Background: an optimization exercise with open tools, aiming at small area. Do not read the settings as production practice.
Where RTL was checked, it was by simulation tests only, not by an equivalence proof against the original.
Power figures rest on the tool's default switching activity, not on a simulated workload.

==> flow/design.v <==
`timescale 1ns / 1ps
module Zmija(
input clk50, reset, up, down, left, right,
output [9:0] yCount,
output [9:0] xCount,
output VGA_hSync,
output VGA_vSync,
output VGA_R,
output VGA_G,
output VGA_B
 );
    reg        ph;           
    reg  [9:0] h, v;         
    reg  [6:0] lc;           
    reg  [1:0] tp;           
    reg        b;            
    reg  [5:0] x1;           
    reg  [4:0] y1;
    reg  [1:0] m1, m2, m3;   
    reg  [1:0] direction, controll;
    reg        game_over, e1, e2;
    reg        red_value, green_value;
    wire en   = ~ph;
    wire hend = h[9] & h[8] & (&h[4:0]);           
    wire vend = v[9] & v[3];                       
    wire hadv = ph & hend;                         
    wire lc77 = lc[6] & lc[3] & lc[2] & lc[0];      
    wire fire = lc77 & (&h[2:0]) & ~h[5] &
                (h[9] == tp[1]) & (h[4] == tp[1]) & (h[7] == ~tp[1]) &
                (h[8] == tp[0]) & (h[3] == tp[0]) & (h[6] == ~tp[0]);
    always @(posedge clk50) begin
        if (reset) begin
            ph <= 1'b0;
            h  <= 10'd0;
            v  <= 10'd0;
            lc <= 7'd0;
            tp <= 2'd0;
            b  <= 1'b0;
        end else begin
            ph <= ~ph;
            h  <= hadv ? 10'd0 : h + {9'd0, ph};
            v  <= (hadv & vend) ? 10'd0 : v + {9'd0, hadv};
            lc <= (ph & fire) ? 7'd0 : lc + {6'd0, hadv};
            tp <= tp + {1'b0, ph & fire};
            b  <= ph & fire;
        end
    end
    always @(posedge clk50) begin
        if (reset)
            controll <= 2'd0;
        else if (en) begin
            if (up) begin
                if (direction != 2'd1) controll <= 2'd3;
            end else if (left) begin
                if (direction != 2'd0) controll <= 2'd2;
            end else if (down) begin
                if (direction != 2'd3) controll <= 2'd1;
            end else if (right) begin
                if (direction != 2'd2) controll <= 2'd0;
            end
        end
    end
    wire [5:0] cs = h[9:4];        
    wire [4:0] cr = v[8:4];        
    wire       h0 = (h[3:0] == 4'd0);
    wire       hz = h0 & (h[9:4] == 6'd0);
    wire on_border = (x1 == 6'd0) | (x1 == 6'd37) | (y1 == 5'd0) | (y1 == 5'd29);
    wire active    = ~game_over & ~on_border;
    wire [5:0] dx = cs - x1;
    wire [4:0] dy = cr - y1;
    wire head  = (dx == 6'd0) & (dy == 5'd0);
    wire near = (dx[5:2] == {4{dx[2]}}) & (dy[4:2] == {3{dy[2]}});
    function [2:0] bx; input [1:0] d; bx = (d == 2'd0) ? 3'b111 : (d == 2'd2) ? 3'b001 : 3'b000; endfunction
    function [2:0] by; input [1:0] d; by = (d == 2'd1) ? 3'b111 : (d == 2'd3) ? 3'b001 : 3'b000; endfunction
    wire [2:0] ox2 = bx(m1),        oy2 = by(m1);
    wire [2:0] ox3 = ox2 + bx(m2),  oy3 = oy2 + by(m2);
    wire [2:0] ox4 = ox3 + bx(m3),  oy4 = oy3 + by(m3);
    wire seg2 = (dx[2:0] == ox2) & (dy[2:0] == oy2);
    wire seg3 = (dx[2:0] == ox3) & (dy[2:0] == oy3);
    wire seg4 = (dx[2:0] == ox4) & (dy[2:0] == oy4);
    wire snake = head | (near & (seg2 | seg3 | seg4));
    wire apple = ((cr == 5'd3)  & (cs == (e1 ? 6'd45 : 6'd32))) |
                 ((cr == 5'd25) & (cs == (e2 ? 6'd45 : 6'd5)));
    wire r2 = (cs < 6'd38) & (v[3:0] == 4'd0);
    wire rows = (cr < 5'd30);
    wire rowe = (cr == 5'd0) | (cr == 5'd29);
    wire bord  = (rows & ((cs == 6'd0) | (cs == 6'd37))) | ((cs < 6'd40) & rowe);
    wire bordl = (rows & ((cs == 6'd1) | (cs == 6'd38))) | ((cs < 6'd41) & rowe);
    wire paint = active & ~r2;
    wire green_n = ~h0 & paint & (snake | (apple & green_value));
    wire red_n   = h0 ? (hz ? ((lc == 7'd0) & ~b) : bordl)
                      : (bord | (paint & ~snake & apple));
    always @(posedge clk50) begin
        if (reset) begin
            x1 <= 6'd4;
            y1 <= 5'd1;
            m1 <= 2'd0;
            m2 <= 2'd0;
            m3 <= 2'd0;
            direction <= 2'd0;
            game_over <= 1'b0;
            e1 <= 1'b0;
            e2 <= 1'b0;
            red_value <= 1'b0;
            green_value <= 1'b0;
        end else begin
            if (en) begin
                red_value <= red_n;
                green_value <= green_n;
                if (on_border) game_over <= 1'b1;
                if (x1 == 6'd32 && y1 == 5'd3) e1 <= 1'b1;
                if (x1 == 6'd5 && y1 == 5'd25) e2 <= 1'b1;
                if (fire) direction <= controll;
            end
            if (b) begin
                case (direction)
                    2'd0: x1 <= x1 + 6'd1;
                    2'd1: y1 <= y1 + 5'd1;
                    2'd2: x1 <= x1 - 6'd1;
                    2'd3: y1 <= y1 - 5'd1;
                endcase
                m1 <= direction;
                m2 <= m1;
                m3 <= m2;
            end
        end
    end
    assign xCount = h;
    assign yCount = v;
    assign VGA_hSync = ~((h >= 10'd668) & (h <= 10'd763));
    assign VGA_vSync = ~(hz ? ((v == 10'd494) | (v == 10'd495)) : ((v == 10'd493) | (v == 10'd494)));
    assign VGA_R = red_value;
    assign VGA_G = green_value;
    assign VGA_B = 1'b0;
endmodule
make LEC_CHECK=0 ABC_AREA=1 CAP_MARGIN=20 CORE_MARGIN=2 CORE_UTILIZATION=60 CTS_BUF_LIST=sky130_fd_sc_hd__clkbuf_4 SLEW_MARGIN=20 finish   # period 20.0 ns
run.sh (not shown) runs the stock make flow with config.mk's settings and CLKGATE_MAP_FILE= SYNTH_SCRIPT=/design/flow/synth_recipe.tcl, a recipe that flattens the netlist after the stock synthesis.
Then changed:
--- a/flow/design.v
+++ b/flow/design.v
@@ -69,17 +69,20 @@
     wire [5:0] dx = cs - x1;
     wire [4:0] dy = cr - y1;
     wire head  = (dx == 6'd0) & (dy == 5'd0);
     wire near = (dx[5:2] == {4{dx[2]}}) & (dy[4:2] == {3{dy[2]}});
-    function [2:0] bx; input [1:0] d; bx = (d == 2'd0) ? 3'b111 : (d == 2'd2) ? 3'b001 : 3'b000; endfunction
-    function [2:0] by; input [1:0] d; by = (d == 2'd1) ? 3'b111 : (d == 2'd3) ? 3'b001 : 3'b000; endfunction
-    wire [2:0] ox2 = bx(m1),        oy2 = by(m1);
-    wire [2:0] ox3 = ox2 + bx(m2),  oy3 = oy2 + by(m2);
-    wire [2:0] ox4 = ox3 + bx(m3),  oy4 = oy3 + by(m3);
-    wire seg2 = (dx[2:0] == ox2) & (dy[2:0] == oy2);
-    wire seg3 = (dx[2:0] == ox3) & (dy[2:0] == oy3);
-    wire seg4 = (dx[2:0] == ox4) & (dy[2:0] == oy4);
-    wire snake = head | (near & (seg2 | seg3 | seg4));
+    wire [6:0] X1, Y1;
+    genvar i;
+    generate for (i = 0; i < 7; i = i + 1) begin : dec
+        assign X1[i] = (dx[2:0] == ((i + 5) % 8));
+        assign Y1[i] = (dy[2:0] == ((i + 5) % 8));
+    end endgenerate
+    function [6:0] shx; input [6:0] X; input [1:0] d; shx = (d == 2'd0) ? {X[5:0],1'b0} : (d == 2'd2) ? {1'b0,X[6:1]} : X; endfunction
+    function [6:0] shy; input [6:0] X; input [1:0] d; shy = (d == 2'd1) ? {X[5:0],1'b0} : (d == 2'd3) ? {1'b0,X[6:1]} : X; endfunction
+    wire [6:0] X2 = shx(X1, m1), Y2 = shy(Y1, m1);
+    wire [6:0] X3 = shx(X2, m2), Y3 = shy(Y2, m2);
+    wire [6:0] X4 = shx(X3, m3), Y4 = shy(Y3, m3);
+    wire snake = head | (near & ((X2[3]&Y2[3]) | (X3[3]&Y3[3]) | (X4[3]&Y4[3])));
     wire apple = ((cr == 5'd3)  & (cs == (e1 ? 6'd45 : 6'd32))) |
                  ((cr == 5'd25) & (cs == (e2 ? 6'd45 : 6'd5)));
     wire r2 = (cs < 6'd38) & (v[3:0] == 4'd0);
     wire rows = (cr < 5'd30);
Result:
- The changed run ran to the end with no violations
- clock skew drops by 0.0036 ns
- combinational power climbs by 40%
- global-route usage grows by 0.80 points
- wire length fell by 1.7%
- die area went down by 2.8%
- worst setup slack improves by 0.11 ns
- worst hold slack loses 0.0082 ns
- area after synthesis is lower by 3.0%
- cell count rose by 1.6%
Only the layout flow was run in the first run of this note; the RTL was not checked for function there.

static timing again, ports no longer ideal:
In the flow no input, the clock included, has a driving cell. The finished layouts below were timed again as built, in two steps.
Step 1: set_driving_cell puts a clkbuf_16 on clk50 and a buf_2 on each other input, an assumption about the parent block.
Step 2 adds t to the input delays and takes it off the output delays; t is the mean of the earliest and latest rising clock arrival at the registers after step 1. Input paths then give back, and output paths get back, about the clock's delay inside the block.
Slacks: ideal / step 1 / step 2; pairs: ideal / step 1.
run	shift t [ns]	setup slack, ns	worst setup path at the end	clock arrival spread, ns	worst data-port slew with drivers (ns)
the first run	0.429	13.450 / 13.420 / 13.596	input to register	0.029 / 0.029	0.03
the second run	0.435	13.560 / 13.532 / 13.967	register to output	0.024 / 0.024	0.03
After both steps every run listed still meets setup and hold.
